Source: an optimization exercise on an open RTL-to-GDS flow (aim: small area). Production flows keep margins and buffers that such runs may drop.
Where RTL was checked, it was by simulation tests only, not by an equivalence proof against the original.
No functional check of the RTL was part of runs 4 to 7.
No activity file was given, so power comes from the tool's default toggle rates.

**flow/config.mk**
```make
export PLATFORM = sky130hd
export DESIGN_NAME = miniCPU
export DESIGN_NICKNAME = miniCPU
export VERILOG_FILES = /design/flow/design.v
export SDC_FILE = /design/flow/constraint.sdc
export NUM_CORES = 4
export LEC_CHECK = 0
export ABC_AREA = 1
export CAP_MARGIN = 20
export CORE_MARGIN = 2
export CORE_UTILIZATION = 55
export SLEW_MARGIN = 20
```
**flow/design.v**
```verilog
module aluCPU(
    input [15:0] data1,
    input [15:0] data2,
    input [15:0] imm,
    input pass,
    input use_imm,
    input add,
    input sub,
    input mul,
    output [15:0] result
);
    wire [15:0] r0 = data1 & {16{pass | add | sub | (mul & data2[0])}};
    wire [15:0] r1 = (imm & {16{use_imm}})
                   | ((data2 ^ {16{sub}}) & {16{add | sub}})
                   | ({data1[14:0], 1'b0} & {16{mul & data2[1]}});
    wire [15:0] r2 = {data1[13:0], 2'b0} & {16{mul & data2[2]}};
    wire [15:0] r3 = {data1[12:0], 3'b0} & {16{mul & data2[3]}};
    wire [15:0] r4 = {data1[11:0], 4'b0} & {16{mul & data2[4]}};
    wire [15:0] r5 = {data1[10:0], 5'b0} & {16{mul & data2[5]}};
    wire neg = mul & data2[6];
    wire [15:0] r6 = {~data1[9:0] & {10{neg}}, 6'b0};
    wire [15:0] r7 = {9'd0, neg, 5'd0, sub};
    function [31:0] csa(input [15:0] a, input [15:0] b, input [15:0] c);
        reg [15:0] s, k;
        begin
            s = a ^ b ^ c;
            k = (a & b) | (a & c) | (b & c);
            csa = {k[14:0], 1'b0, s};
        end
    endfunction
    wire [31:0] l1a = csa(r0, r1, r2);
    wire [31:0] l1b = csa(r3, r4, r5);
    wire [31:0] l2a = csa(l1a[15:0], l1a[31:16], l1b[15:0]);
    wire [31:0] l2b = csa(l1b[31:16], r6, r7);
    wire [31:0] l3 = csa(l2a[15:0], l2a[31:16], l2b[15:0]);
    wire [31:0] l4 = csa(l3[15:0], l3[31:16], l2b[31:16]);
    wire [15:0] x = l4[15:0], y = l4[31:16];
    wire [16:0] c;
    assign c[0] = 1'b0;
    genvar g;
    generate
        for (g = 0; g < 16; g = g + 1) begin : rca
            assign result[g] = x[g] ^ y[g] ^ c[g];
            assign c[g+1] = (x[g] & y[g]) | (x[g] & c[g]) | (y[g] & c[g]);
        end
    endgenerate
endmodule
module memoryCPU (
    input clock,
    input clear,
    input regWrite,
    input [3:0] write_reg_addr,
    input [15:0] write_data,
    input [3:0] read_reg_addr,
    output [15:0] read_data
);
    reg phase;
    reg pending;
    reg [2:0] pair_d;
    reg clear_d;
    reg [15:0] slot_p [0:7];
    reg [15:0] slot_q [0:7];
    wire write_now = regWrite & (write_reg_addr[0] != phase);
    always @(posedge clock) begin
        phase <= ~phase;
        pending <= regWrite & (write_reg_addr[0] == phase);
        pair_d <= write_reg_addr[3:1];
        clear_d <= clear;
    end
    wire clr = clear | clear_d;
    wire [15:0] wdata = write_data & {16{~clr}};
    integer i;
    always @(posedge clock) begin
        for (i = 0; i < 8; i = i + 1) begin
            slot_q[i] <= slot_p[i];
            if (clr | (write_now & (write_reg_addr[3:1] == i)) | (pending & (pair_d == i)))
                slot_p[i] <= wdata;
            else
                slot_p[i] <= slot_q[i];
        end
    end
    wire [3:0] slot = {read_reg_addr[3:1], read_reg_addr[0] ^ phase};  
    reg [15:0] rd;
    always @(*) begin
        rd = 16'd0;
        for (i = 0; i < 8; i = i + 1) begin
            rd = rd | (slot_p[i] & {16{slot == {i[2:0], 1'b0}}});
            rd = rd | (slot_q[i] & {16{slot == {i[2:0], 1'b1}}});
        end
    end
    assign read_data = rd & {16{~clear_d}};
endmodule
module lcd_controller (
    input clk,
    input reset_n,           
    input rst_n,             
    input start,
    input [2:0] opcode,
    input load,
    input [3:0] reg_idx,
    input [15:0] value,
    output reg [7:0] lcd_data,
    output wire lcd_rs,
    output wire lcd_rw,
    output reg lcd_en,
    output wire lcd_on,
    output wire lcd_blon
);
    localparam [2:0] STATE_IDLE = 0, STATE_INIT = 1, STATE_READY = 2,
                     STATE_WRITE_LINE1 = 3, STATE_LINE2_ADDR = 4, STATE_WRITE_LINE2 = 5;
    reg [2:0] state;
    reg [3:0] char_index;     
    reg [10:0] counter;       
    reg wait_flag;
    reg [2:0] op_store;
    reg [3:0] reg_store;
    reg [15:0] val;           
    reg [3:0] digit;          
    reg first_boot;
    reg prev_reset_n;
    reg system_active;
    assign lcd_rw = 1'b0;
    assign lcd_on = (state != STATE_IDLE);
    assign lcd_blon = (state != STATE_IDLE);
    function [39:0] get_op_string(input [2:0] op);
        case (op)
            3'b000: get_op_string = "LOAD ";
            3'b001: get_op_string = "ADD  ";
            3'b010: get_op_string = "ADDI ";
            3'b011: get_op_string = "SUB  ";
            3'b100: get_op_string = "SUBI ";
            3'b101: get_op_string = "MUL  ";
            3'b110: get_op_string = "CLEAR";
            default: get_op_string = "DPL  ";
        endcase
    endfunction
    wire val_neg = val[15];
    reg [15:0] step_k;
    always @(*) begin
        case ({val_neg, char_index[2:0]})
            4'b0001: step_k = -16'd10000;
            4'b0010: step_k = -16'd1000;
            4'b0011: step_k = -16'd100;
            4'b0100: step_k = -16'd10;
            4'b1001: step_k = 16'd10000;
            4'b1010: step_k = 16'd1000;
            4'b1011: step_k = 16'd100;
            4'b1100: step_k = 16'd10;
            4'b1101: step_k = 16'd1;
            default: step_k = -16'd1;
        endcase
    end
    wire [15:0] step_sum;
    wire [16:0] step_c;
    assign step_c[0] = 1'b0;
    genvar g;
    generate
        for (g = 0; g < 16; g = g + 1) begin : rca
            assign step_sum[g] = val[g] ^ step_k[g] ^ step_c[g];
            assign step_c[g+1] = (val[g] & step_k[g]) | (val[g] & step_c[g]) | (step_k[g] & step_c[g]);
        end
    endgenerate
    wire step_ok = val_neg ? (step_sum[15] | (step_sum == 16'd0)) : ~step_sum[15];
    wire extracting = (state == STATE_WRITE_LINE2) && wait_flag && !lcd_en &&
                      (char_index != 4'd0) && !first_boot;
    wire is_clear = (op_store == 3'b110) && !first_boot;
    wire [39:0] op_str = get_op_string(op_store);
    wire [3:0] ci_prev = char_index - 1'b1;
    always @(*) begin
        lcd_data = 8'hxx;
        case (state)
            STATE_INIT:
                case (char_index)
                    4'd1, 4'd2: lcd_data = 8'h38;
                    4'd3: lcd_data = 8'h0C;
                    default: lcd_data = 8'h01;
                endcase
            STATE_WRITE_LINE1:
                if (char_index == 4'd0)
                    lcd_data = first_boot ? 8'h06 : 8'h01;
                else if (ci_prev < 5)
                    lcd_data = first_boot ? " " : op_str >> (8 * (4 - ci_prev));
                else if (is_clear || ci_prev == 4'd5)
                    lcd_data = " ";
                else if (ci_prev == 4'd6)
                    lcd_data = "[";
                else
                    lcd_data = (reg_store[10 - ci_prev] && !first_boot) ? "1" : "0";
            STATE_LINE2_ADDR:
                lcd_data = "]";
            STATE_WRITE_LINE2:
                if (char_index == 4'd0)
                    lcd_data = 8'hC0;
                else if (char_index == 4'd1)
                    lcd_data = (val_neg && !first_boot) ? "-" : "+";
                else
                    lcd_data = {4'h3, digit};
            default:  
                lcd_data = is_clear ? " " : {4'h3, digit};
        endcase
    end
    assign lcd_rs = ((char_index != 4'd0) && (state == STATE_WRITE_LINE1 || state == STATE_WRITE_LINE2))
                  || state == STATE_LINE2_ADDR || state == STATE_READY;
    always @(posedge clk) begin
        if (load && state == STATE_READY) begin
            reg_store <= reg_idx;
            val <= value;
        end else if (extracting && step_ok) begin
            val <= step_sum;
        end
        if (!rst_n) begin
            system_active <= 0;
            prev_reset_n <= 1;
            state <= STATE_IDLE;
            lcd_en <= 0;
        end else begin
            prev_reset_n <= reset_n;
            if (prev_reset_n == 1'b1 && reset_n == 1'b0)
                system_active <= ~system_active;
            if (system_active == 1'b0) begin
                state <= STATE_IDLE;
                lcd_en <= 0;
                wait_flag <= 0;
                counter <= 0;
                char_index <= 0;
                first_boot <= 1;
            end else if (state == STATE_IDLE) begin
                state <= STATE_INIT;
                char_index <= 0;
                wait_flag <= 0;
                first_boot <= 1;
            end else if (wait_flag) begin
                if (counter != 11'd935) begin
                    counter <= {counter[9:0], ~(counter[10] ^ counter[8])};
                    if (counter == 11'd1648) begin
                        lcd_en <= 0;
                        digit <= 4'd0;
                    end
                end else begin
                    wait_flag <= 0;
                    counter <= 0;
                end
                if (extracting && step_ok)
                    digit <= digit + 1'b1;
            end else begin
                case (state)
                    STATE_INIT: begin
                        lcd_en <= 1;
                        wait_flag <= 1;
                        if (char_index != 4'd4)
                            char_index <= char_index + 1'b1;
                        else begin
                            char_index <= 0;
                            op_store <= 3'b000;
                            state <= STATE_WRITE_LINE1;
                        end
                    end
                    STATE_READY: begin
                        if (start) begin
                            op_store <= opcode;
                            lcd_en <= 1;
                            wait_flag <= 1;
                            state <= STATE_WRITE_LINE1;
                            char_index <= 0;
                        end
                    end
                    STATE_WRITE_LINE1: begin
                        lcd_en <= 1;
                        wait_flag <= 1;
                        if (char_index != 4'd11)
                            char_index <= char_index + 1'b1;
                        else begin
                            char_index <= 0;
                            if (is_clear)
                                state <= STATE_READY;
                            else
                                state <= STATE_LINE2_ADDR;
                        end
                    end
                    STATE_LINE2_ADDR: begin
                        lcd_en <= 1;
                        wait_flag <= 1;
                        state <= STATE_WRITE_LINE2;
                    end
                    STATE_WRITE_LINE2: begin
                        lcd_en <= 1;
                        wait_flag <= 1;
                        if (char_index != 4'd5)
                            char_index <= char_index + 1'b1;
                        else begin
                            first_boot <= 0;
                            state <= STATE_READY;
                        end
                    end
                    default: ;
                endcase
            end
        end
    end
endmodule
module miniCPU (
    input [17:0] switches,
    input ligar,
    input enviar,
    input clk,
    input rst_n,
    output [7:0] LCD_DATA,
    output LCD_RS,
    output LCD_RW,
    output LCD_EN,
    output LCD_ON,
    output LCD_BLON
);
    wire [2:0] opcode = switches[17:15];
    wire [3:0] reg_dest = switches[14:11];
    wire [3:0] reg_input1 = switches[10:7];
    wire [3:0] reg_input2 = switches[6:3];
    wire signal = switches[6];
    wire [15:0] imediato_module = {10'd0, switches[5:0]};
    wire [15:0] imediato = signal ? -imediato_module : imediato_module;
    localparam [2:0] LOAD = 3'b000, ADD = 3'b001, ADDI = 3'b010, SUB = 3'b011,
                     SUBI = 3'b100, MUL = 3'b101, CLEAR = 3'b110, DISPLAY = 3'b111;
    localparam [1:0] IDLE = 2'd0, EXECUTE = 2'd1, WRITE = 2'd2, WAIT_RELEASE = 2'd3;
    localparam [1:0] SEL_ADD = 2'b00, SEL_SUB = 2'b01, SEL_MUL = 2'b10, SEL_PASS = 2'b11;
    reg [1:0] state;
    reg write_enable;
    reg soft_reset;
    reg lcd_start_signal;
    reg [15:0] work;
    reg [1:0] alu_selector;
    wire [15:0] mem_read_data;
    wire [15:0] alu_result;
    reg ligar_high;
    always @(posedge clk or negedge ligar)
        if (~ligar) ligar_high <= 1'b0;
        else ligar_high <= 1'b1;
    wire memory_clear = ~ligar_high | soft_reset;
    wire executing = (state == EXECUTE);
    wire writing = (state == WRITE);
    wire [3:0] read_addr = executing ? reg_input2 : reg_input1;
    memoryCPU Memo (
        .clock(clk),
        .clear(memory_clear),
        .regWrite(write_enable),
        .write_reg_addr(reg_dest),
        .write_data(work),
        .read_reg_addr(read_addr),
        .read_data(mem_read_data)
    );
    wire op_rr = (opcode == ADD) | (opcode == SUB);
    wire w_load = (opcode == LOAD);
    wire w_pass = (opcode == DISPLAY) | (alu_selector == SEL_PASS);
    wire w_op = ~w_load & ~w_pass;
    wire m_pass = executing ? op_rr : (~w_load & w_pass);
    wire m_imm = executing ? ~op_rr : w_load;
    wire m_add = ~executing & w_op & (alu_selector == SEL_ADD);
    wire m_sub = ~executing & w_op & (alu_selector == SEL_SUB);
    wire m_mul = ~executing & w_op & (alu_selector == SEL_MUL);
    aluCPU ALU (
        .data1(mem_read_data),
        .data2(work),
        .imm(imediato),
        .pass(m_pass),
        .use_imm(m_imm),
        .add(m_add),
        .sub(m_sub),
        .mul(m_mul),
        .result(alu_result)
    );
    wire [3:0] current_lcd_reg_idx = (opcode == DISPLAY) ? reg_input1 : reg_dest;
    lcd_controller LCD (
        .clk(clk),
        .reset_n(ligar),
        .rst_n(rst_n),
        .start(lcd_start_signal),
        .opcode(opcode),
        .load(writing),
        .reg_idx(current_lcd_reg_idx),
        .value(alu_result),
        .lcd_data(LCD_DATA),
        .lcd_rs(LCD_RS),
        .lcd_rw(LCD_RW),
        .lcd_en(LCD_EN),
        .lcd_on(LCD_ON),
        .lcd_blon(LCD_BLON)
    );
    always @(posedge clk or negedge ligar) begin
        if (~ligar) begin
            state <= IDLE;
            write_enable <= 0;
            soft_reset <= 0;
            lcd_start_signal <= 0;
        end else begin
            case (state)
                IDLE: begin
                    write_enable <= 0;
                    soft_reset <= 0;
                    lcd_start_signal <= 0;
                    if (!enviar) state <= EXECUTE;
                end
                EXECUTE: state <= WRITE;
                WRITE: begin
                    lcd_start_signal <= 1;
                    if (opcode == CLEAR) begin
                        soft_reset <= 1;
                        write_enable <= 0;
                    end else if (opcode != DISPLAY) begin
                        write_enable <= 1;
                    end
                    state <= WAIT_RELEASE;
                end
                WAIT_RELEASE: begin
                    write_enable <= 0;
                    soft_reset <= 0;
                    lcd_start_signal <= 0;
                    if (enviar) state <= IDLE;
                end
            endcase
        end
    end
    always @(posedge clk) begin
        if (executing) begin
            case (opcode)
                ADD, ADDI: alu_selector <= SEL_ADD;
                SUB, SUBI: alu_selector <= SEL_SUB;
                MUL: alu_selector <= SEL_MUL;
                default: alu_selector <= SEL_PASS;
            endcase
        end
        if (executing | writing)
            work <= alu_result;
    end
endmodule
```
**flow/flow/reopt.abc**
```
strash;&get -n;&deepsyn -T 60;&put;&get -n;&dch -f;&nf -R 1000;&put
```
**flow/constraint.sdc**
```tcl
create_clock -name core_clock -period 20.0 [get_ports {clk}]
set_input_delay 4.0000 -clock core_clock [delete_from_list [all_inputs] [get_ports {clk}]]
set_output_delay 4.0000 -clock core_clock [all_outputs]
set_load 0.01 [all_outputs]
```
**flow/standard.sh**
```bash
#!/bin/bash
# synth_recipe.tcl (not shown) runs the flow's synth.tcl, then flattens the netlist and writes it again
# the make line also repeats each setting of config.mk as NAME=value (left out here)
make -C /OpenROAD-flow-scripts/flow DESIGN_CONFIG=/design/flow/config.mk WORK_HOME=/design/flow/orfs CLKGATE_MAP_FILE= SYNTH_SCRIPT=/design/flow/synth_recipe.tcl "${@:-finish}"
```
**flow/flow/run.sh**
```bash
#!/bin/bash
# Standard synthesis, then a stronger ABC area pass over the combinational
# logic only (flip-flops, adders and tie cells are kept as they are, with
# their names), then the standard layout from that netlist with the extra
# make settings in flow/params.sh (clock-tree and port-buffer options).
set -euo pipefail
WORK=$(pwd)
R=$WORK/orfs/results/${FLOW_PLATFORM}/miniCPU/base
LIB=$FLOW_HOME/platforms/${FLOW_PLATFORM}/lib/sky130_fd_sc_hd__tt_025C_1v80.lib
source "$WORK/flow/params.sh"

bash standard.sh synth > synth_standard.log 2>&1
cp "$R/1_2_yosys.v" "$WORK/1_2_yosys.standard.v"

DU=$(sed -n '/DONT_USE_CELLS/,/^$/p' "$FLOW_HOME/platforms/${FLOW_PLATFORM}/config.mk" | tr -d '\\' \
     | grep -o 'sky130_fd_sc_hd__[a-z0-9_]*' | sed 's/^/-dont_use /' | tr '\n' ' ')
cp "$WORK/flow/reopt.abc" "$WORK/reopt.abc"
cat > "$WORK/reopt.ys" <<EOY
read_liberty -wb -ignore_miss_func $LIB
read_verilog $WORK/1_2_yosys.standard.v
hierarchy -top $FLOW_TOP
blackbox =sky130_fd_sc_hd__*df* =sky130_fd_sc_hd__fa_* =sky130_fd_sc_hd__ha_* =sky130_fd_sc_hd__conb_*
flatten -wb
opt_clean
abc -liberty $LIB $DU -script $WORK/reopt.abc
opt_clean -purge
read_liberty -lib -overwrite $LIB
hierarchy -top $FLOW_TOP
splitnets
opt_clean -purge
hilomap -singleton -hicell sky130_fd_sc_hd__conb_1 HI -locell sky130_fd_sc_hd__conb_1 LO
insbuf -buf sky130_fd_sc_hd__buf_4 A X
opt_clean -purge
check -assert -mapped
stat -liberty $LIB
write_verilog -noattr -nohex -nodec $WORK/1_2_yosys.reopt.v
EOY
yosys -s "$WORK/reopt.ys" > reopt.log 2>&1
cp "$WORK/1_2_yosys.reopt.v" "$R/1_2_yosys.v"
rm -f "$R/1_synth.odb" "$R/1_synth.sdc"
bash standard.sh "${LAYOUT_VARS[@]}" finish > layout.log 2>&1
```
**flow/flow/params.sh**
```bash
# extra make settings for the layout steps
LAYOUT_VARS=(
  "CTS_ARGS=-sink_clustering_enable -repair_clock_nets -dont_use_dummy_load -sink_clustering_size 24 -sink_clustering_max_diameter 80"
  "BUFFER_PORTS_ARGS=-buffer_cell sky130_fd_sc_hd__buf_1"
)
```
==> results.yml, run 1 <==
critical_path:
  worstPathMaxFanout: 16
  path_buf_inv: 5
  critPathTopFamily: "adder cells"
  critPathCaptureType: "flip-flop"
  cp_common_cell: "fa_1"
  crit_required_ns: 20.27
  cp.arrival_ns: 14.01
  cp_slowest_cell: "fa_1"
  setup.worst_path.class: "in -> reg"
  worstSetupPathDepth: 36
  crit_path_start_kind: "primary input"
  ff2ff_path_depth: 37
  slowest_delay_ns: 0.47
clock_network:
  clock_tree.root_cell: "clkbuf_16"
  ctsHoldBuffers: 0
  h-tree-depth: 1
  clk_path_buf_depth: 3
  cts_inserted_buffers: 19
  clock_sinks: 336
  ctsResizeCount: 0
  clkTransAtPathRegs_ns: 0.09
  clkLatencyLatePin_ns: 0.53
  cts_setup_buffers: 0
  cts_tree: "yes"
floorplanning:
  fp.dieH_um: 170
  io_pins: 35
  dieArea_um2: 28800
  start_util_pct: 56.1
  fp.dieW_um: 170
  core_um2: 27000
  rows: 60
logic_synthesis:
  synth_area_um2: 15100
  yosysWarnings: 6
  syn_inst: 1363
  syn_avg_cell_area_um2: 11.1
  syn_nets: 1510
detailed_routing:
  via_per_inst: 6.42
  drt_first_pass_iters: 6
  drt_iter0_drc: 1315
  final_antenna_net_count: 0
  num_vias: 11500
  wirelength_mm: 43.7
  routedWlPerCell_um: 24.4
  drc: 0
sta:
  finClkSkew_ns: 0.0512
  rsz0062_at_grt: "false"
  hold_violations: 0
  setup_viol: 0
  slew_violations: 0
  fmax_mhz: 72.8
  min_period_ns: 13.74
  fin_crit_sh_pct: 68.7
  fin_setup_tns_ns: 0
  relSlewSlack_pct: 26.7
  worst_pin_slew_ns: 1.10
layout:
  nets: 1599
  synthToLayoutAreaGrowth_pct: 8.84
  fin_cells: 1792
  final_common_cell: "dfxtp_1"
  final_cell_mix: "dfxtp_1 (268), a22o_1 (143), nand2_1 (104)"
  drive_gt1_share_pct: 4.34
grt:
  grt_use_total_pct: 30.9
  antenna_found_initial: 0
  grt.overflow.total: 0
  grt_max_degree: 25
  grt_pass1_vias: 11400
  grt_pass1_wl_mm: 67.9
placed_design:
  post-place-cells: 1772
  io_buffers: 33
  gp_congestion: 0.914
  dp_hpwl_mm: 30.4
worst_hold_path:
  hold_path_depth: 0
  hold_path.class: "reg -> reg"
pwr:
  leakagePower_nw: 5.97
  ir_drop_mv: 0.0737
  p_per_area_nw_per_um2: 122
status:
  status: "complete, no violations"
flow_run:
  drv_cap: 0
-- worst paths after layout --
path	slack, ns	from	to
min reg2reg	0.33	Memo.slot_p[3][2]	Memo.slot_q[3][2]
min in group asynchronous	3.38	ligar	ligar_high
max	6.26	switches[3]	LCD.val[15]
max in group asynchronous	16.30	ligar	soft_reset
min	0.33	Memo.slot_p[3][2]	Memo.slot_q[3][2]
max reg2reg	8.92	state[1]	LCD.val[15]
-- state kept, by name, indices dropped and copies added, names as in the netlist, 4 cells and up --
signal / cells
LCD.char_index: 4
LCD.counter: 11
LCD.digit: 4
LCD.reg_store: 4
LCD.val: 16
Memo.slot_p: 128
Memo.slot_q: 128
work: 16
-- worst register-to-register path: cells and delay by family, from the launching register on --
kind            cells  cell delay, ns
xor+xnor            5            0.71
mux                 1            0.35
buf+inv             5            0.51
flops               1            0.43
compound gates      4            0.95
simple gates        5            0.93
fa+ha+maj          17            6.97
-- through the flow --
stage / total power, mW / worst slack, ns / cell area (um2) / util, % / hold WS, ns
finish: 2.00 / 6.26 / 16500 / 61.1 / 0.333
global placement: 1.61 / 5.94 / 16000 / 59.3 / 0.334
detailed placement: 1.62 / 5.69 / 16000 / 59.3 / 0.337
global route: 2.10 / 5.54 / 16500 / 61.1 / 0.332
CTS: 2.00 / 6.26 / 16500 / 61.1 / 0.337
floorplan: 1.35 / 6.39 / 15100 / - / 0.330
-- layout make-up --
cell class	count	area [um2]
fillers	2259	10500
multi-input cells	925	7400
flip-flops and latches	336	7380
clock buffers	19	475
well taps	341	427
repair buffers	69	394
inverters	101	379
diodes	1	2.50
-- power by group --
group	switching, mW	internal [mW]
sequential	0.162	0.870
clock	0.211	0.170
combinational	0.367	0.219
-- per-layer routing --
metal	track usage, %	vias up	share of wire (%)	wire (um)
li1	-	5242	-	-
met1	44.8	5643	44	19200
met2	46.4	532	43	18800
met3	6.37	92	9.5	4160
met4	9.85	0	3.5	1530
met5	0	-	0	0
==> run 2, diff against run 1 <==
==> flow/flow/params.sh (replaced) <==
# extra make settings for the layout steps
LAYOUT_VARS=(
  "CTS_ARGS=-sink_clustering_enable -repair_clock_nets -dont_use_dummy_load -sink_clustering_size 12 -sink_clustering_max_diameter 50 -buf_list sky130_fd_sc_hd__clkbuf_8"
  "BUFFER_PORTS_ARGS=-buffer_cell sky130_fd_sc_hd__buf_1"
)
--- a/flow/config.mk
+++ b/flow/config.mk
@@ -8,5 +8,5 @@
 export ABC_AREA = 1
 export CAP_MARGIN = 20
 export CORE_MARGIN = 2
-export CORE_UTILIZATION = 55
+export CORE_UTILIZATION = 40
 export SLEW_MARGIN = 20
==> run 2 against run 1 <==
Net effect: still clean; global-route usage shrank 8.1 points; combinational power grew 2%; hold slack lost 0.017 ns; non-clock buffer count shrank 1; synthesized cell count is the same; critical path depth is the same; area after synthesis is the same; fmax grew 0.28%; sequential share of layout area shrank 0.63 points; via count grew 1.6%; clock skew grew 0.036 ns; critical endpoint unchanged; largest power group unchanged.
==> results.yml, run 2 <==
layout:
  drive_gt1_share_pct: 5.45
  diodes: 0
  fillers: 3529
  final_cell_mix: "dfxtp_1 (268), a22o_1 (143), nand2_1 (104)"
  fin_util_pct: 44.5
  final_common_cell: "dfxtp_1"
  nets: 1616
  reg.largest.list: "Memo.slot_p x128, Memo.slot_q x128"
  synthToLayoutAreaGrowth_pct: 10.4
clock_network:
  h-tree-depth: 2
  ctsHoldBuffers: 0
  cts_setup_buffers: 0
  clkTransAtPathRegs_ns: 0.08
  cts_inserted_buffers: 37
  clock_tree.root_cell: "clkbuf_8"
  clkLatencyLatePin_ns: 0.58
  clk_path_buf_depth: 3
  clock_sinks: 336
  ctsResizeCount: 0
  cts_tree: "yes"
critical_path:
  path_buf_inv: 5
  critPathTopFamily: "adder cells"
  slowest_delay_ns: 0.46
  crit_required_ns: 20.23
  cp_slowest_cell: "fa_1"
  critPathCaptureType: "flip-flop"
  worstPathMaxFanout: 16
  cp.arrival_ns: 13.93
  cp_common_cell: "fa_1"
  setup.worst_path.class: "in -> reg"
  crit_path_start_kind: "primary input"
pwr:
  p_seq_share_pct: 51.1
  ir_drop_mv: 0.0470
  p_per_area_nw_per_um2: 120
  p_switching_mw: 0.754
  p_sw_share_pct: 37.5
  power_mw: 2.01
  pwr-share-comb_pct: 29.6
  clock_power_share_pct: 19.3
  leakagePower_nw: 6.00
  power.internal_mw: 1.26
detailed_routing:
  via_per_inst: 5.91
  num_vias: 11700
  drt-met1-wl_mm: 19.8
  wl_met3_mm: 4.19
  drc: 0
  wirelength_mm: 44.0
  drt_first_pass_iters: 6
  final_antenna_net_count: 0
  wl_met2_mm: 19.0
  routedWlPerCell_um: 22.2
  top_layer: "met5"
  drt_iter0_drc: 1382
floorplanning:
  io_pins: 35
  start_util_pct: 40.3
  fp.dieH_um: 198
  rows: 71
  dieArea_um2: 39400
  core_um2: 37500
  fp.dieW_um: 198
logic_synthesis:
  synth_area_um2: 15100
  yosysWarnings: 6
  syn_avg_cell_area_um2: 11.1
  syn_inst: 1363
  syn_nets: 1510
grt:
  grt_pass1_vias: 11600
  grt_pass1_wl_mm: 68.7
  grt_max_degree: 23
  grt.overflow.total: 0
  grt_use_total_pct: 22.8
  antenna_found_initial: 1
sta:
  fmax_mhz: 73.0
  hold_violations: 0
  hold_ws_ns: 0.316
  relSlewSlack_pct: 23.1
  rsz0062_at_grt: "false"
  min_period_ns: 13.70
  worst_pin_slew_ns: 1.15
  fin_crit_sh_pct: 68.5
  setup_viol: 0
  slew_violations: 0
  finClkSkew_ns: 0.0871
  fin_setup_tns_ns: 0
placed_design:
  dp_hpwl_mm: 30.0
  gp_congestion: 0.855
  io_buffers: 33
flow_run:
  drv_cap: 0
worst_hold_path:
  hold_path.class: "reg -> reg"
status:
  status: "complete, no violations"
-- run 2: through the flow --
stage / setup WS, ns / cells / area (um2)
6_report: 6.30 / 1978 / 16700
5_1_grt: 5.52 / 1978 / 16700
4_1_cts: 6.26 / 1978 / 16700
3_5_place_dp: 5.72 / 1941 / 16200
3_3_place_gp: 5.89 / 1941 / 16200
2_1_floorplan: 6.39 / 1363 / 15100
-- run 2: final cells by class --
type | count | area, um2 | area share, %
Multi-Input combinational cell | 925 | 7400 | 44.3
Sequential cell | 336 | 7380 | 44.2
Tap cell | 511 | 639 | 3.83
Clock buffer | 37 | 509 | 3.05
Timing Repair Buffer | 68 | 387 | 2.32
Inverter | 101 | 379 | 2.27
-- run 2: metal layers --
layer / vias to the layer above / GRT usage [%]
met1: 5761 / 33.5
met5: - / 0
li1: 5279 / -
met4: 2 / 6.63
met2: 570 / 34.1
met3: 84 / 4.20
-- run 2: final timing paths --
check	endpoint	slack [ns]	depth (start not counted)	from
setup / recovery	LCD.val[15]	6.30	36	switches[3]
hold / removal	Memo.slot_q[0][1]	0.32	0	Memo.slot_p[0][1]
setup reg to reg	LCD.val[15]	8.86	37	state[1]
hold reg to reg	Memo.slot_q[0][1]	0.32	0	Memo.slot_p[0][1]
max in group asynchronous	state[0]	16.30	1	ligar
min in group asynchronous	soft_reset	3.37	1	ligar
-- run 2: power groups by stage --
stage | combinational [mW] | clock [mW] | sequential (mW)
after detailed placement | 0.582 | 0 | 1.04
after global placement | 0.576 | 0 | 1.04
final | 0.595 | 0.389 | 1.03
after floorplan | 0.385 | 0 | 0.968
after global routing | 0.653 | 0.423 | 1.04
after CTS | 0.587 | 0.399 | 1.02
-- run 2: worst register-to-register path, delay by kind of cell, from the launching register on --
kind / cells / cell delay [ns]
adder cells (fa/ha/maj): 17 / 6.94
XOR/XNOR: 5 / 0.72
buffers and inverters: 5 / 0.53
AND/OR/NAND/NOR: 5 / 0.88
AO/OA/AOI/OAI: 4 / 0.98
multiplexers: 1 / 0.37
flip-flops: 1 / 0.42
==> run 3, diff against run 2 <==
==> flow/flow/params.sh (replaced) <==
# extra make settings for the layout steps
LAYOUT_VARS=(
  "CTS_ARGS=-sink_clustering_enable -repair_clock_nets -dont_use_dummy_load -sink_clustering_size 16 -sink_clustering_max_diameter 60"
  "BUFFER_PORTS_ARGS=-buffer_cell sky130_fd_sc_hd__buf_1"
)
==> run 3 against run 2 <==
Net effect: critical endpoint unchanged; critical path type unchanged; critical path depth did not move; flip-flop and latch count did not move; final cell count fell by 0.46%; synthesized cell count did not move; combinational power barely moved; clock power rose by 22%; die area did not move; non-clock buffer count did not move; setup slack got worse by 0.034 ns.
==> results.yml, run 3 <==
status:
  status: "complete, no violations"
critical_path:
  critPathTopFamily: "adder cells"
  setup.worst_path.class: "in -> reg"
  r2r-end: "LCD.val[15]"
  worstPathMaxFanout: 16
  ff2ff_path_depth: 37
  crit_required_ns: 20.22
  cp_common_cell: "fa_1"
  slowest_delay_ns: 0.51
  crit_path_start_kind: "primary input"
  startpoint: "switches[3]"
  r2r-start: "state[1]"
  path_buf_inv: 4
  cp_slowest_cell: "fa_1"
  r2r_setup_slack_ns: 8.85
  cp-endpoint: "LCD.val[15]"
  cp.arrival_ns: 13.96
  worstSetupPathDepth: 36
  critPathCaptureType: "flip-flop"
clock_network:
  ctsHoldBuffers: 0
  h-tree-depth: 1
  cts_setup_buffers: 0
  clock_tree.root_cell: "clkbuf_16"
  cts_tree: "yes"
  clk_path_buf_depth: 3
  clock_sinks: 336
  clkTransAtPathRegs_ns: 0.07
  cts_inserted_buffers: 28
  ctsResizeCount: 0
  clkLatencyLatePin_ns: 0.61
layout:
  final_common_cell: "dfxtp_1"
  diodes: 0
  synthToLayoutAreaGrowth_pct: 11.7
  fin_cells: 1969
  final_area_um2: 16900
  nets: 1607
  reg.largest.list: "Memo.slot_p x128, Memo.slot_q x128"
  final_cell_mix: "dfxtp_1 (268), a22o_1 (143), nand2_1 (104)"
  drive_gt1_share_pct: 4.87
pwr:
  power.internal_mw: 1.34
  p_switching_mw: 0.763
  p_sw_share_pct: 36.3
  p_per_area_nw_per_um2: 124
  clock_power_share_pct: 22.7
  leakagePower_nw: 6.08
  power_mw: 2.10
  pwr-share-comb_pct: 28.4
  p_seq_share_pct: 49.0
  ir_drop_mv: 0.0722
placed_design:
  post-place-cells: 1941
  dp_hpwl_mm: 30.0
  place_area_um2: 16200
  gp_congestion: 0.855
  io_buffers: 33
  pre_cts_ws_ns: 5.72
sta:
  min_period_ns: 13.74
  fmax_mhz: 72.8
  rsz0062_at_grt: "false"
  fin_setup_tns_ns: 0
  finClkSkew_ns: 0.123
  hold_violations: 0
  relSlewSlack_pct: 26.0
  setup_viol: 0
  setup_slack_ns: 6.26
  fin_crit_sh_pct: 68.7
  worst_pin_slew_ns: 1.11
  slew_violations: 0
logic_synthesis:
  syn_nets: 1510
  synth_area_um2: 15100
  yosysWarnings: 6
  syn_inst: 1363
  syn_avg_cell_area_um2: 11.1
flow_run:
  drv_cap: 0
detailed_routing:
  via_per_inst: 5.92
  wl_met2_mm: 18.9
  drt_first_pass_iters: 8
  wl_met3_mm: 4.27
  wirelength_mm: 43.9
  top_layer: "met5"
  drt-met1-wl_mm: 19.7
  drc: 0
  final_antenna_net_count: 0
  routedWlPerCell_um: 22.3
  num_vias: 11700
  drt_iter0_drc: 1387
grt:
  grt_max_degree: 23
  grt_pass1_vias: 11500
  antenna_found_initial: 1
  grt_use_total_pct: 22.6
  grt_pass1_wl_mm: 68.4
  grt.overflow.total: 0
worst_hold_path:
  hp-start: "Memo.slot_p[0][1]"
  hold_path.class: "reg -> reg"
floorplanning:
  start_util_pct: 40.3
  io_pins: 35
  dieArea_um2: 39400
  fp.dieH_um: 198
  rows: 71
  fp.dieW_um: 198
  core_um2: 37500
==> run 3: worst min path at each step <==
stage	end	cells past startpoint
after detailed placement	Memo.slot_q[1][10]	0
after floorplan	Memo.slot_q[0][2]	0
after global routing	Memo.slot_q[0][1]	0
final	Memo.slot_q[0][1]	0
after CTS	Memo.slot_q[0][1]	0
after global placement	Memo.slot_q[6][1]	0
==> run 3: routing by layer <==
| layer | up-vias | GRT usage [%] |
|---|---|---|
| met5 | - | 0 |
| met4 | 2 | 6.33 |
| met3 | 76 | 3.90 |
| met2 | 601 | 34.2 |
| met1 | 5699 | 33.3 |
| li1 | 5272 | - |
==> run 3: power groups by stage <==
stage	clock network, mW	registers (mW)	logic (mW)
CTS	0.483	1.02	0.587
detailed placement	0	1.04	0.582
global placement	0	1.04	0.576
floorplan	0	0.968	0.385
finish	0.476	1.03	0.595
global route	0.506	1.05	0.654
==> run 3: layout make-up <==
| cell class | instances | area [um2] |
|---|---|---|
| Sequential cell | 336 | 7380 |
| Inverter | 101 | 379 |
| Fill cell | 3497 | 20600 |
| Multi-Input combinational cell | 925 | 7400 |
| Timing Repair Buffer | 68 | 387 |
| Clock buffer | 28 | 701 |
| Tap cell | 511 | 639 |
==> run 3: through the flow <==
| step | hold WS, ns | util [%] |
|---|---|---|
| 2_1_floorplan | 0.330 | - |
| 3_3_place_gp | 0.337 | 43.2 |
| 3_5_place_dp | 0.336 | 43.2 |
| 4_1_cts | 0.273 | 45.0 |
| 5_1_grt | 0.286 | 45.0 |
| 6_report | 0.269 | 45.0 |
==> run 4, diff against run 3 <==
--- a/flow/design.v
+++ b/flow/design.v
@@ -2,6 +2,7 @@
     input [15:0] data1,
     input [15:0] data2,
     input [15:0] imm,
+    input imm_cin,
     input pass,
     input use_imm,
     input add,
@@ -19,31 +20,33 @@
     wire [15:0] r5 = {data1[10:0], 5'b0} & {16{mul & data2[5]}};
     wire neg = mul & data2[6];
     wire [15:0] r6 = {~data1[9:0] & {10{neg}}, 6'b0};
-    wire [15:0] r7 = {9'd0, neg, 5'd0, sub};
-    function [31:0] csa(input [15:0] a, input [15:0] b, input [15:0] c);
+    wire [15:0] r7 = {9'd0, neg, 5'd0, sub | (use_imm & imm_cin)};
+    function [31:0] csa_n(input [15:0] a, input [15:0] b, input [15:0] c);
         reg [15:0] s, k;
         begin
             s = a ^ b ^ c;
             k = (a & b) | (a & c) | (b & c);
-            csa = {k[14:0], 1'b0, s};
+            csa_n = {k[14:0], 1'b1, s};
         end
     endfunction
-    wire [31:0] l1a = csa(r0, r1, r2);
-    wire [31:0] l1b = csa(r3, r4, r5);
-    wire [31:0] l2a = csa(l1a[15:0], l1a[31:16], l1b[15:0]);
-    wire [31:0] l2b = csa(l1b[31:16], r6, r7);
-    wire [31:0] l3 = csa(l2a[15:0], l2a[31:16], l2b[15:0]);
-    wire [31:0] l4 = csa(l3[15:0], l3[31:16], l2b[31:16]);
+    wire [31:0] l1a = csa_n(~r0, ~r1, ~r2);
+    wire [31:0] l1b = csa_n(~r3, ~r4, ~r5);
+    wire [31:0] l2a = csa_n(l1a[15:0], l1a[31:16], l1b[15:0]);
+    wire [31:0] l2b = csa_n(l1b[31:16], ~r6, ~r7);
+    wire [31:0] l3 = csa_n(l2a[15:0], l2a[31:16], l2b[15:0]);
+    wire [31:0] l4 = csa_n(l3[15:0], l3[31:16], l2b[31:16]);
     wire [15:0] x = l4[15:0], y = l4[31:16];
+    wire [15:0] result_n;
     wire [16:0] c;
-    assign c[0] = 1'b0;
+    assign c[0] = 1'b1;
     genvar g;
     generate
         for (g = 0; g < 16; g = g + 1) begin : rca
-            assign result[g] = x[g] ^ y[g] ^ c[g];
+            assign result_n[g] = x[g] ^ y[g] ^ c[g];
             assign c[g+1] = (x[g] & y[g]) | (x[g] & c[g]) | (y[g] & c[g]);
         end
     endgenerate
+    assign result = ~result_n;
 endmodule
 module memoryCPU (
     input clock,
@@ -98,7 +101,10 @@
     input [2:0] opcode,
     input load,
     input [3:0] reg_idx,
-    input [15:0] value,
+    input [15:0] value,      
+    input step_free,         
+    output [15:0] val_out,
+    output [15:0] step_out,
     output reg [7:0] lcd_data,
     output wire lcd_rs,
     output wire lcd_rw,
@@ -150,19 +156,12 @@
             default: step_k = -16'd1;
         endcase
     end
-    wire [15:0] step_sum;
-    wire [16:0] step_c;
-    assign step_c[0] = 1'b0;
-    genvar g;
-    generate
-        for (g = 0; g < 16; g = g + 1) begin : rca
-            assign step_sum[g] = val[g] ^ step_k[g] ^ step_c[g];
-            assign step_c[g+1] = (val[g] & step_k[g]) | (val[g] & step_c[g]) | (step_k[g] & step_c[g]);
-        end
-    endgenerate
+    assign val_out = val;
+    assign step_out = step_k;
+    wire [15:0] step_sum = value;
     wire step_ok = val_neg ? (step_sum[15] | (step_sum == 16'd0)) : ~step_sum[15];
     wire extracting = (state == STATE_WRITE_LINE2) && wait_flag && !lcd_en &&
-                      (char_index != 4'd0) && !first_boot;
+                      (char_index != 4'd0) && !first_boot && step_free;
     wire is_clear = (op_store == 3'b110) && !first_boot;
     wire [39:0] op_str = get_op_string(op_store);
     wire [3:0] ci_prev = char_index - 1'b1;
@@ -316,16 +315,16 @@
     wire [3:0] reg_input1 = switches[10:7];
     wire [3:0] reg_input2 = switches[6:3];
     wire signal = switches[6];
-    wire [15:0] imediato_module = {10'd0, switches[5:0]};
-    wire [15:0] imediato = signal ? -imediato_module : imediato_module;
+    wire [15:0] imm_ones = {{10{signal}}, switches[5:0] ^ {6{signal}}};
     localparam [2:0] LOAD = 3'b000, ADD = 3'b001, ADDI = 3'b010, SUB = 3'b011,
                      SUBI = 3'b100, MUL = 3'b101, CLEAR = 3'b110, DISPLAY = 3'b111;
-    localparam [1:0] IDLE = 2'd0, EXECUTE = 2'd1, WRITE = 2'd2, WAIT_RELEASE = 2'd3;
+    localparam [2:0] IDLE = 3'b000, EXECUTE = 3'b001, WRITE = 3'b010, WAIT_MORE = 3'b011,
+                     W1_NONE = 3'b100, W1_WRITE = 3'b101, W1_CLEAR = 3'b110;
     localparam [1:0] SEL_ADD = 2'b00, SEL_SUB = 2'b01, SEL_MUL = 2'b10, SEL_PASS = 2'b11;
-    reg [1:0] state;
-    reg write_enable;
-    reg soft_reset;
-    reg lcd_start_signal;
+    reg [2:0] state;
+    wire lcd_start_signal = state[2];
+    wire write_enable = state[2] & state[0];
+    wire soft_reset = state[2] & state[1];
     reg [15:0] work;
     reg [1:0] alu_selector;
     wire [15:0] mem_read_data;
@@ -351,15 +350,19 @@
     wire w_load = (opcode == LOAD);
     wire w_pass = (opcode == DISPLAY) | (alu_selector == SEL_PASS);
     wire w_op = ~w_load & ~w_pass;
-    wire m_pass = executing ? op_rr : (~w_load & w_pass);
-    wire m_imm = executing ? ~op_rr : w_load;
-    wire m_add = ~executing & w_op & (alu_selector == SEL_ADD);
-    wire m_sub = ~executing & w_op & (alu_selector == SEL_SUB);
-    wire m_mul = ~executing & w_op & (alu_selector == SEL_MUL);
+    wire cpu_alu = executing | writing;
+    wire ext = ~cpu_alu;
+    wire m_pass = ext | (executing ? op_rr : (~w_load & w_pass));
+    wire m_imm = ext | (executing ? ~op_rr : w_load);
+    wire m_add = writing & w_op & (alu_selector == SEL_ADD);
+    wire m_sub = writing & w_op & (alu_selector == SEL_SUB);
+    wire m_mul = writing & w_op & (alu_selector == SEL_MUL);
+    wire [15:0] lcd_val, lcd_step;
     aluCPU ALU (
-        .data1(mem_read_data),
+        .data1(ext ? lcd_val : mem_read_data),
         .data2(work),
-        .imm(imediato),
+        .imm(ext ? lcd_step : imm_ones),
+        .imm_cin(~ext & signal),
         .pass(m_pass),
         .use_imm(m_imm),
         .add(m_add),
@@ -377,6 +380,9 @@
         .load(writing),
         .reg_idx(current_lcd_reg_idx),
         .value(alu_result),
+        .step_free(ext),
+        .val_out(lcd_val),
+        .step_out(lcd_step),
         .lcd_data(LCD_DATA),
         .lcd_rs(LCD_RS),
         .lcd_rw(LCD_RW),
@@ -387,34 +393,21 @@
     always @(posedge clk or negedge ligar) begin
         if (~ligar) begin
             state <= IDLE;
-            write_enable <= 0;
-            soft_reset <= 0;
-            lcd_start_signal <= 0;
         end else begin
             case (state)
-                IDLE: begin
-                    write_enable <= 0;
-                    soft_reset <= 0;
-                    lcd_start_signal <= 0;
-                    if (!enviar) state <= EXECUTE;
-                end
+                IDLE: if (!enviar) state <= EXECUTE;
                 EXECUTE: state <= WRITE;
                 WRITE: begin
-                    lcd_start_signal <= 1;
-                    if (opcode == CLEAR) begin
-                        soft_reset <= 1;
-                        write_enable <= 0;
-                    end else if (opcode != DISPLAY) begin
-                        write_enable <= 1;
-                    end
-                    state <= WAIT_RELEASE;
+                    if (opcode == CLEAR)
+                        state <= W1_CLEAR;
+                    else if (opcode == DISPLAY)
+                        state <= W1_NONE;
+                    else
+                        state <= W1_WRITE;
                 end
-                WAIT_RELEASE: begin
-                    write_enable <= 0;
-                    soft_reset <= 0;
-                    lcd_start_signal <= 0;
+                default:  
                     if (enviar) state <= IDLE;
-                end
+                    else state <= WAIT_MORE;
             endcase
         end
     end
==> flow/flow/params.sh (replaced) <==
# extra make settings for the layout steps
LAYOUT_VARS=(
  "CTS_ARGS=-sink_clustering_enable -repair_clock_nets -dont_use_dummy_load -sink_clustering_size 30 -sink_clustering_max_diameter 100"
  "BUFFER_PORTS_ARGS=-buffer_cell sky130_fd_sc_hd__buf_1"
)
--- a/flow/config.mk
+++ b/flow/config.mk
@@ -8,5 +8,5 @@
 export ABC_AREA = 1
 export CAP_MARGIN = 20
 export CORE_MARGIN = 2
-export CORE_UTILIZATION = 40
+export CORE_UTILIZATION = 55
 export SLEW_MARGIN = 20
==> run 4 against run 3 <==
Net effect: count of clock-buffer cells in the layout down 13; synthesized cell count shrank 5.6%; first-iteration DRC count is 16% higher; utilization increased by 16 points; die area down 30%; area after synthesis decreased by 4.3%.
==> results.yml, run 4 <==
pwr:
  p_per_area_nw_per_um2: 166
  ir_drop_mv: 0.146
  leakagePower_nw: 5.86
clock_network:
  clock_tree.root_cell: "clkbuf_16"
  ctsResizeCount: 0
  clock_sinks: 334
  cts_tree: "yes"
  h-tree-depth: 1
  clkLatencyLatePin_ns: 0.51
  cts_inserted_buffers: 15
  clk_path_buf_depth: 3
  clkTransAtPathRegs_ns: 0.11
  cts_setup_buffers: 0
  ctsHoldBuffers: 0
detailed_routing:
  final_antenna_net_count: 0
  routedWlPerCell_um: 26.2
  via_per_inst: 6.67
  drt_iter0_drc: 1615
  num_vias: 11400
  wirelength_mm: 44.8
  drc: 0
  drt_first_pass_iters: 10
layout:
  fin_util_pct: 60.8
  diodes: 0
  fillers: 2235
  final_cell_mix: "dfxtp_1 (268), a22o_1 (141), nand2_1 (109)"
  multi_input_area_um2: 6930
  reg.largest.list: "Memo.slot_p x128, Memo.slot_q x128"
  nets: 1501
  final_common_cell: "dfxtp_1"
  synthToLayoutAreaGrowth_pct: 8.81
  final_area_um2: 15700
  drive_gt1_share_pct: 4.73
  register_area_um2: 7330
grt:
  grt_max_degree: 34
  grt_pass1_wl_mm: 69.2
  grt_use_total_pct: 32.4
  antenna_found_initial: 0
  grt_pass1_vias: 11400
  grt.overflow.total: 0
critical_path:
  worstPathMaxFanout: 16
  r2r_setup_slack_ns: 7.72
  crit_required_ns: 20.10
  r2r-start: "state[2]"
  cp_common_cell: "fa_1"
  cp.arrival_ns: 15.12
  crit_path_start_kind: "primary input"
  cp-endpoint: "LCD.digit[2]"
  startpoint: "switches[5]"
  critPathCaptureType: "flip-flop"
  slowest_delay_ns: 0.53
  ff2ff_path_depth: 36
  setup.worst_path.class: "in -> reg"
  r2r-end: "LCD.digit[2]"
  cp_slowest_cell: "fa_1"
sta:
  setup_slack_ns: 4.97
  hold_ws_ns: 0.358
  relSlewSlack_pct: 22.9
  finClkSkew_ns: 0.0546
  rsz0062_at_grt: "false"
  hold_violations: 0
  fin_setup_tns_ns: 0
  fmax_mhz: 66.5
  worst_pin_slew_ns: 1.15
  fin_crit_sh_pct: 75.1
  min_period_ns: 15.03
  setup_viol: 0
  slew_violations: 0
flow_run:
  drv_cap: 0
placed_design:
  io_buffers: 33
  pre_cts_ws_ns: 4.53
  gp_congestion: 0.895
  place_area_um2: 15400
  dp_hpwl_mm: 29.8
logic_synthesis:
  syn_avg_cell_area_um2: 11.2
  syn_inst: 1287
  synth_area_um2: 14500
  syn_nets: 1412
  yosysWarnings: 6
status:
  status: "complete, no violations"
floorplanning:
  io_pins: 35
  fp.dieW_um: 166
  fp.dieH_um: 166
  start_util_pct: 55.9
  rows: 59
  dieArea_um2: 27600
  core_um2: 25900
worst_hold_path:
  hold_path.class: "reg -> reg"
[run 4: cell types whose count changed in the layout (fill, tap and decap cells not counted), moves of 10 or more]
cell,before,now
fa_1,78,64
a21oi_1,44,31
clkbuf_16,28,15
nand2b_1,17,27
clkinv_1,101,73
mux2i_1,15,3
[run 4: metal layers]
metal / vias up / GRT usage [%] / wire length [um]
li1: 5027 / - / -
met1: 5680 / 45.5 / 19000
met2: 575 / 53.5 / 20600
met3: 112 / 3.38 / 3670
met4: 0 / 9.56 / 1470
met5: - / 0 / 0
[run 4: worst max-delay path, delay by kind of cell]
family / cells / cell delay [ns]
AND/OR/NAND/NOR: 9 / 2.17
AO/OA/AOI/OAI: 7 / 2.43
buffers and inverters: 4 / 0.68
adder cells (fa/ha/maj): 14 / 5.81
[run 4: worst min-delay path by stage]
| stage | end | cells past startpoint | slack (ns) | start |
|---|---|---|---|---|
| after floorplan | Memo.slot_q[0][3] | 0 | 0.33 | Memo.slot_p[0][3] |
| after global placement | Memo.slot_q[3][9] | 0 | 0.33 | Memo.slot_p[3][9] |
| after detailed placement | Memo.slot_q[0][0] | 0 | 0.34 | Memo.slot_p[0][0] |
| after CTS | Memo.slot_q[2][15] | 0 | 0.36 | Memo.slot_p[2][15] |
| after global routing | Memo.slot_q[3][11] | 0 | 0.36 | Memo.slot_p[3][11] |
| final | Memo.slot_q[3][11] | 0 | 0.36 | Memo.slot_p[3][11] |
[run 4: area by class of cell]
cell class,instances,share of cell area [%]
flip-flops and latches,334,46.5
multi-input cells,879,44.0
repair buffers,73,2.69
well taps,335,2.66
clock buffers,15,2.38
inverters,73,1.74
[run 4: report_power, final]
part | leakage, nW | internal [mW] | switching (mW)
Sequential | 2.84 | 0.911 | 0.148
Clock | 0.185 | 0.136 | 0.201
Combinational | 2.83 | 0.455 | 0.762
Total | 5.86 | 1.50 | 1.11
[run 4: through the flow]
stage,instances,total power [mW]
floorplan,1287,1.79
global placement,1694,2.24
detailed placement,1694,2.26
CTS,1709,2.60
global route,1709,2.78
finish,1709,2.61
==> run 5, diff against run 4 <==
==> flow/flow/params.sh (replaced) <==
# extra make settings for the layout steps
LAYOUT_VARS=(
  "CTS_ARGS=-sink_clustering_enable -repair_clock_nets -dont_use_dummy_load -sink_clustering_size 26 -sink_clustering_max_diameter 90"
  "BUFFER_PORTS_ARGS=-buffer_cell sky130_fd_sc_hd__buf_1"
)
--- a/flow/config.mk
+++ b/flow/config.mk
@@ -9,4 +9,5 @@
 export CAP_MARGIN = 20
 export CORE_MARGIN = 2
 export CORE_UTILIZATION = 55
+export GPL_TIMING_DRIVEN = 0
 export SLEW_MARGIN = 20
==> run 5 against run 4 <==
Net effect: synthesized cell count stayed put; cell area grew 1.5%; total power rose by 1.9%; first-iteration DRC count decreased by 15%; area after synthesis did not move; critical path depth is the same; clock skew up 0.015 ns; sequential power barely moved; sequential share of layout area is 0.70 points lower; die area stayed put; register-to-register slack got worse by 1.2 ns; flip-flop and latch count did not move; critical endpoint is now LCD.digit[0].
==> results.yml, run 5 <==
clock_network:
  cts_inserted_buffers: 17
  clock_tree.root_cell: "clkbuf_16"
  clkTransAtPathRegs_ns: 0.10
  ctsResizeCount: 0
  cts_setup_buffers: 0
  h-tree-depth: 1
  clock_sinks: 334
  clk_path_buf_depth: 3
  cts_tree: "yes"
  ctsHoldBuffers: 0
  clkLatencyLatePin_ns: 0.53
detailed_routing:
  drt_iter0_drc: 1371
  final_antenna_net_count: 0
  drt_first_pass_iters: 6
  wirelength_mm: 44.2
  drc: 0
  num_vias: 11400
  routedWlPerCell_um: 26.1
  via_per_inst: 6.71
worst_hold_path:
  hold_path_depth: 0
  hp-start: "Memo.slot_p[6][10]"
  hold_path.class: "reg -> reg"
  hold_end: "Memo.slot_q[6][10]"
layout:
  diodes: 0
  final_common_cell: "dfxtp_1"
  nets: 1488
  final_cell_mix: "dfxtp_1 (268), a22o_1 (141), nand2_1 (109)"
  reg.largest.list: "Memo.slot_p x128, Memo.slot_q x128"
  fin_cells: 1696
  final_area_um2: 16000
  drive_gt1_share_pct: 5.66
  synthToLayoutAreaGrowth_pct: 10.5
critical_path:
  ff2ff_path_depth: 34
  r2r-start: "state[2]"
  cp_common_cell: "fa_1"
  worstPathMaxFanout: 16
  cp_slowest_cell: "a31oi_1"
  slowest_delay_ns: 0.75
  cp.arrival_ns: 16.57
  r2r-end: "LCD.digit[0]"
  crit_required_ns: 20.11
  setup.worst_path.class: "in -> reg"
  crit_path_start_kind: "primary input"
  critPathCaptureType: "flip-flop"
  r2r_setup_slack_ns: 6.54
pwr:
  p_sw_share_pct: 42.5
  p_seq_share_pct: 39.5
  ir_drop_mv: 0.181
  leakagePower_nw: 5.85
  p_per_area_nw_per_um2: 167
  clock_power_share_pct: 13.5
  power.internal_mw: 1.53
  pwr-share-comb_pct: 47.0
  p_switching_mw: 1.13
floorplanning:
  core_um2: 25900
  dieArea_um2: 27600
  fp.dieH_um: 166
  rows: 59
  start_util_pct: 55.9
  io_pins: 35
  fp.dieW_um: 166
placed_design:
  place_area_um2: 15600
  pre_cts_ws_ns: 3.19
  gp_congestion: 0.892
  io_buffers: 33
  dp_hpwl_mm: 30.8
  post-place-cells: 1679
sta:
  min_period_ns: 16.45
  setup_viol: 0
  fin_crit_sh_pct: 82.3
  hold_violations: 0
  setup_slack_ns: 3.55
  worst_pin_slew_ns: 1.19
  rsz0062_at_grt: "false"
  finClkSkew_ns: 0.0691
  relSlewSlack_pct: 20.9
  fin_setup_tns_ns: 0
  slew_violations: 0
  hold_ws_ns: 0.319
  fmax_mhz: 60.8
logic_synthesis:
  yosysWarnings: 6
  syn_inst: 1287
  syn_avg_cell_area_um2: 11.2
  synth_area_um2: 14500
  syn_nets: 1412
grt:
  grt.overflow.total: 0
  antenna_found_initial: 0
  grt_use_total_pct: 31.8
  grt_max_degree: 27
  grt_pass1_wl_mm: 67.6
  grt_pass1_vias: 11100
flow_run:
  drv_cap: 0
status:
  status: "complete, no violations"
## run 5: worst max path at each step
| stage | start | endpoint | slack [ns] | cells past startpoint |
|---|---|---|---|---|
| 5_1_grt | switches[6] | LCD.digit[2] | 3.13 | 34 |
| 3_5_place_dp | switches[6] | LCD.digit[1] | 3.19 | 34 |
| 6_report | switches[6] | LCD.digit[0] | 3.55 | 34 |
| 2_1_floorplan | switches[6] | LCD.digit[0] | 5.84 | 31 |
| 3_3_place_gp | switches[6] | LCD.val[9] | 2.65 | 33 |
| 4_1_cts | switches[6] | LCD.digit[3] | 3.64 | 34 |
## run 5: through the flow
stage                     util, %  power, mW
after global routing         61.7       2.82
after floorplan                 -       1.79
after detailed placement     60.1       2.29
final                        61.7       2.66
after global placement       58.0       2.23
after CTS                    61.7       2.66
## run 5: per-layer routing
metal	track usage (%)	share of wire [%]	wire, um	vias to the layer above
met5	0	0	0	-
met4	9.90	3.3	1440	0
met3	4.84	8.7	3840	93
met2	51.7	46	20300	583
met1	44.2	42	18700	5689
li1	-	-	-	5023
## run 5: worst max-delay path, delay by kind of cell
family | cells | cell delay, ns
compound gates | 6 | 2.93
simple gates | 10 | 2.86
buf+inv | 4 | 0.47
fa+ha+maj | 14 | 6.27
## run 5: area by class of cell
cell class	count	area (um2)
fill	2171	9920
sequential	334	7330
multi-input combinational	879	7100
timing repair buffer	57	433
clock buffer	17	425
tap	335	419
inverter	73	274
buffer	1	7.51
## run 5: power groups by stage
stage	Clock [mW]	Combinational, mW	Sequential, mW
floorplan	0	0.785	1.00
global placement	0	1.17	1.06
detailed placement	0	1.23	1.06
CTS	0.362	1.25	1.05
global route	0.383	1.37	1.07
finish	0.359	1.25	1.05
==> run 6, diff against run 5 <==
==> flow/flow/params.sh (replaced) <==
# extra make settings for the layout steps
LAYOUT_VARS=(
  "CTS_ARGS=-sink_clustering_enable -repair_clock_nets -dont_use_dummy_load -sink_clustering_size 24 -sink_clustering_max_diameter 80"
  "BUFFER_PORTS_ARGS=-buffer_cell sky130_fd_sc_hd__buf_1"
)
--- a/flow/config.mk
+++ b/flow/config.mk
@@ -6,8 +6,7 @@
 export NUM_CORES = 4
 export LEC_CHECK = 0
 export ABC_AREA = 1
-export CAP_MARGIN = 20
+export CAP_MARGIN = 0
 export CORE_MARGIN = 2
-export CORE_UTILIZATION = 55
-export GPL_TIMING_DRIVEN = 0
-export SLEW_MARGIN = 20
+export CORE_UTILIZATION = 65
+export SLEW_MARGIN = 0
==> run 6 against run 5 <==
Net effect: count of clock-buffer cells in the layout up 2; combinational power down 5%; highest routed layer is now met5; die area down 15%; largest power group unchanged; largest cell class unchanged; global-route usage up 4.8 points; register-to-register slack better by 0.71 ns; clock power up 5%; total power down 1.3%; still clean on timing, DRC and antenna; critical path type unchanged; clock skew up 0.0026 ns; wire length down 2.7%; critical endpoint is now LCD.val[2]; sequential share of layout area up 0.70 points; hold slack worse by 0.017 ns; flip-flop and latch count unchanged.
==> results.yml, run 6 <==
status:
  status: "complete, no violations"
sta:
  setup_viol: 0
  rsz0062_at_grt: "false"
  fin_setup_tns_ns: 0
  relSlewSlack_pct: 19.7
  finClkSkew_ns: 0.0718
  min_period_ns: 14.83
  slew_violations: 0
  fmax_mhz: 67.5
  worst_pin_slew_ns: 1.20
  hold_violations: 0
  fin_crit_sh_pct: 74.1
  setup_slack_ns: 5.17
flow_run:
  drv_cap: 0
layout:
  synthToLayoutAreaGrowth_pct: 8.83
  final_cell_mix: "dfxtp_1 (268), a22o_1 (141), nand2_1 (109)"
  nets: 1503
  drive_gt1_share_pct: 4.72
  final_common_cell: "dfxtp_1"
  fillers: 1608
  diodes: 0
  reg.largest.list: "Memo.slot_p x128, Memo.slot_q x128"
clock_network:
  clock_sinks: 334
  ctsResizeCount: 0
  cts_setup_buffers: 0
  ctsHoldBuffers: 0
  clk_path_buf_depth: 3
  cts_inserted_buffers: 19
  h-tree-depth: 1
  clkLatencyLatePin_ns: 0.53
  cts_tree: "yes"
  clkTransAtPathRegs_ns: 0.10
  clock_tree.root_cell: "clkbuf_16"
pwr:
  p_sw_share_pct: 41.9
  p_per_area_nw_per_um2: 167
  leakagePower_nw: 5.89
  p_seq_share_pct: 40.3
  clock_power_share_pct: 14.3
  ir_drop_mv: 0.170
  p_switching_mw: 1.10
  pwr-share-comb_pct: 45.4
  power_mw: 2.63
  power.internal_mw: 1.53
logic_synthesis:
  synth_area_um2: 14500
  syn_inst: 1287
  syn_nets: 1412
  syn_avg_cell_area_um2: 11.2
  yosysWarnings: 6
critical_path:
  slowest_delay_ns: 0.68
  setup.worst_path.class: "in -> reg"
  critPathTopFamily: "adder cells"
  r2r-end: "LCD.val[2]"
  cp_common_cell: "fa_1"
  r2r_setup_slack_ns: 7.25
  critPathCaptureType: "flip-flop"
  crit_path_start_kind: "primary input"
  cp.arrival_ns: 14.92
  r2r-start: "state[2]"
  crit_required_ns: 20.09
  worstPathMaxFanout: 16
  cp_slowest_cell: "nand2_1"
  ff2ff_path_depth: 34
  path_buf_inv: 4
floorplanning:
  start_util_pct: 66.3
  fp.dieH_um: 153
  core_um2: 21800
  io_pins: 35
  dieArea_um2: 23500
  fp.dieW_um: 153
  rows: 54
worst_hold_path:
  hold_path.class: "reg -> reg"
  hp-start: "Memo.slot_p[7][2]"
  hold_end: "Memo.slot_q[7][2]"
  hold_path_depth: 0
detailed_routing:
  num_vias: 11400
  final_antenna_net_count: 0
  routedWlPerCell_um: 26.0
  wirelength_mm: 43.0
  via_per_inst: 6.90
  drc: 0
  drt_first_pass_iters: 8
  drt_iter0_drc: 1474
grt:
  grt_pass1_vias: 11500
  grt_pass1_wl_mm: 66.5
  antenna_found_initial: 1
  grt.overflow.total: 0
  grt_max_degree: 34
  grt_use_total_pct: 36.6
placed_design:
  io_buffers: 33
  pre_cts_ws_ns: 4.77
  dp_hpwl_mm: 29.1
  gp_congestion: 0.997
run 6: power by group through the flow:
stage	Clock (mW)	Sequential, mW	Combinational, mW
6_report	0.376	1.06	1.19
5_1_grt	0.401	1.07	1.31
4_1_cts	0.378	1.05	1.17
3_5_place_dp	0	1.07	1.16
3_3_place_gp	0	1.06	1.13
2_1_floorplan	0	1.00	0.785
run 6: metrics by stage:
stage | area [um2] | util [%] | hold WS (ns) | cells
2_1_floorplan | 14500 | - | 0.330 | 1287
3_3_place_gp | 15300 | 70.0 | 0.334 | 1637
3_5_place_dp | 15300 | 70.0 | 0.338 | 1637
4_1_cts | 15800 | 72.2 | 0.305 | 1656
5_1_grt | 15800 | 72.2 | 0.303 | 1656
6_report | 15800 | 72.2 | 0.302 | 1656
run 6: worst max-delay path by stage:
stage / cells past startpoint / to / slack, ns / start
after global routing: 34 / LCD.val[3] / 4.63 / switches[6]
final: 34 / LCD.val[2] / 5.17 / switches[6]
after detailed placement: 34 / LCD.val[5] / 4.77 / switches[3]
after floorplan: 31 / LCD.digit[0] / 5.84 / switches[6]
after global placement: 34 / LCD.val[6] / 5.05 / switches[3]
after CTS: 34 / LCD.val[2] / 5.24 / switches[3]
run 6: per-layer routing:
| layer | vias to the layer above | share of wire [%] | track usage (%) |
|---|---|---|---|
| met5 | - | 0.028 | 0 |
| met4 | 2 | 4.2 | 14.1 |
| met3 | 138 | 9.9 | 6.55 |
| met2 | 680 | 46 | 59.6 |
| met1 | 5572 | 40 | 49.2 |
| li1 | 5038 | - | - |
run 6: area by class of cell:
type	count	area [um2]	share of cell area, %
clock buffer	19	475	3.02
inverter	73	274	1.74
multi-input combinational	879	6910	43.9
sequential	334	7330	46.5
tap	280	350	2.22
timing repair buffer	71	409	2.60
==> run 7, diff against run 6 <==
--- a/flow/flow/run.sh
+++ b/flow/flow/run.sh
@@ -29,7 +29,7 @@
 splitnets
 opt_clean -purge
 hilomap -singleton -hicell sky130_fd_sc_hd__conb_1 HI -locell sky130_fd_sc_hd__conb_1 LO
-insbuf -buf sky130_fd_sc_hd__buf_4 A X
+insbuf -buf sky130_fd_sc_hd__buf_1 A X
 opt_clean -purge
 check -assert -mapped
 stat -liberty $LIB
==> flow/flow/params.sh (replaced) <==
# extra make settings for the layout steps
LAYOUT_VARS=(
  "CTS_ARGS=-sink_clustering_enable -repair_clock_nets -dont_use_dummy_load -sink_clustering_size 26 -sink_clustering_max_diameter 90 -buf_list {sky130_fd_sc_hd__clkbuf_8 sky130_fd_sc_hd__clkbuf_16}"
  "BUFFER_PORTS_ARGS=-buffer_cell sky130_fd_sc_hd__buf_1"
)
--- a/flow/config.mk
+++ b/flow/config.mk
@@ -6,7 +6,9 @@
 export NUM_CORES = 4
 export LEC_CHECK = 0
 export ABC_AREA = 1
-export CAP_MARGIN = 0
+export CAP_MARGIN = 20
 export CORE_MARGIN = 2
-export CORE_UTILIZATION = 65
-export SLEW_MARGIN = 0
+export CORE_UTILIZATION = 55
+export GPL_ROUTABILITY_DRIVEN = 0
+export GPL_TIMING_DRIVEN = 0
+export SLEW_MARGIN = 20
==> run 7 against run 6 <==
Net effect: total power increased by 1.4%; flip-flop and latch count did not move; clock power is 4% lower; synthesized cell count is the same; global-route usage decreased by 4.5 points; combinational power increased by 5%; count of clock-buffer cells in the layout shrank 2; largest power group unchanged; utilization is 10 points lower; fmax down 7.3%; sequential power about the same; wire length rose by 3.9%; critical endpoint is now LCD.digit[3]; first-iteration DRC count increased by 7.5%; highest routed layer is now met4.
==> results.yml, run 7 <==
floorplanning:
  core_um2: 25900
  fp.dieH_um: 166
  dieArea_um2: 27600
  rows: 59
  fp.dieW_um: 166
  start_util_pct: 55.8
  io_pins: 35
pwr:
  ir_drop_mv: 0.183
  power_mw: 2.67
  leakagePower_nw: 5.88
  p_per_area_nw_per_um2: 166
layout:
  fillers: 2128
  drive_gt1_share_pct: 6.08
  nets: 1493
  fin_util_pct: 61.9
  final_cell_mix: "dfxtp_1 (268), a22o_1 (141), nand2_1 (109)"
  diodes: 0
  reg.largest.list: "Memo.slot_p x128, Memo.slot_q x128"
  final_common_cell: "dfxtp_1"
  synthToLayoutAreaGrowth_pct: 10.8
detailed_routing:
  top_layer: "met4"
  drt_first_pass_iters: 6
  wirelength_mm: 44.7
  drc: 0
  num_vias: 11400
  via_per_inst: 6.69
  wl_met2_mm: 20.6
  wl_met3_mm: 3.65
  drt_iter0_drc: 1584
  drt-met1-wl_mm: 19.0
  final_antenna_net_count: 0
  routedWlPerCell_um: 26.3
placed_design:
  io_buffers: 33
  dp_hpwl_mm: 31.4
  pre_cts_ws_ns: 3.58
grt:
  antenna_found_initial: 0
  grt_max_degree: 27
  grt_use_total_pct: 32.1
  grt_pass1_wl_mm: 68.2
  grt.overflow.total: 0
  grt_pass1_vias: 11300
sta:
  fmax_mhz: 62.5
  hold_violations: 0
  slew_violations: 0
  rsz0062_at_grt: "false"
  relSlewSlack_pct: 23.7
  min_period_ns: 16.00
  fin_crit_sh_pct: 80.0
  worst_pin_slew_ns: 1.14
  finClkSkew_ns: 0.0802
  setup_viol: 0
  setup_slack_ns: 4.00
  fin_setup_tns_ns: 0
clock_network:
  clk_path_buf_depth: 3
  clkLatencyLatePin_ns: 0.54
  ctsHoldBuffers: 0
  cts_tree: "yes"
  clkTransAtPathRegs_ns: 0.10
  ctsResizeCount: 0
  cts_inserted_buffers: 17
  h-tree-depth: 1
  clock_tree.root_cell: "clkbuf_16"
  clock_sinks: 334
  cts_setup_buffers: 0
critical_path:
  critPathTopFamily: "adder cells"
  critPathCaptureType: "flip-flop"
  crit_required_ns: 20.11
  cp_common_cell: "fa_1"
  worstPathMaxFanout: 9
  setup.worst_path.class: "in -> reg"
  crit_path_start_kind: "primary input"
  slowest_delay_ns: 0.74
  cp_slowest_cell: "a31oi_1"
  cp.arrival_ns: 16.11
  path_buf_inv: 5
logic_synthesis:
  syn_avg_cell_area_um2: 11.2
  syn_inst: 1287
  synth_area_um2: 14500
  syn_nets: 1412
  yosysWarnings: 6
status:
  status: "complete, no violations"
worst_hold_path:
  hold_path.class: "reg -> reg"
flow_run:
  drv_cap: 0
==> run 7: final cells by class <==
type                            count  area, um2  share of cell area (%)
Timing Repair Buffer               62        500                    3.12
Multi-Input combinational cell    879       7090                    44.2
Tap cell                          335        419                    2.61
Inverter                           73        274                    1.71
Buffer                              1       3.75                  0.0234
Sequential cell                   334       7330                    45.7
Clock buffer                       17        425                    2.65
==> run 7: per-stage QoR <==
step | cells | area (um2) | hold WS [ns]
CTS | 1701 | 16000 | 0.318
global route | 1701 | 16000 | 0.327
global placement | 1655 | 15000 | 0.334
detailed placement | 1684 | 15600 | 0.336
floorplan | 1287 | 14500 | 0.330
finish | 1701 | 16000 | 0.314
==> run 7: worst paths after layout <==
| path | startpoint | to | slack [ns] | depth (start not counted) |
|---|---|---|---|---|
| setup / recovery | switches[6] | LCD.digit[3] | 4.00 | 33 |
| hold reg to reg | Memo.slot_p[3][10] | Memo.slot_q[3][10] | 0.31 | 0 |
| min in group asynchronous | ligar | state[1] | 3.39 | 1 |
| max in group asynchronous | ligar | ligar_high | 16.33 | 1 |
| setup reg to reg | state[2] | LCD.digit[3] | 6.59 | 34 |
| hold / removal | Memo.slot_p[3][10] | Memo.slot_q[3][10] | 0.31 | 0 |
==> run 7: per-layer routing <==
metal | GRT usage (%) | up-vias
met5 | 0 | -
met4 | 9.41 | 0
met3 | 4.93 | 105
met2 | 52.4 | 574
met1 | 44.6 | 5674
li1 | - | 5019
==> run 7: where the power goes <==
group	switching, mW	internal, mW
Clock	0.209	0.153
Sequential	0.142	0.911
Combinational	0.781	0.470

Re-timed with assumed drivers on the ports (clkbuf_16 on the clock, buf_2 on other inputs), run 7 has 4.020 ns of setup slack against 3.999 ns with ideal ports, and 3.474 ns once port delays also move by the mid clock arrival of 0.546 ns.
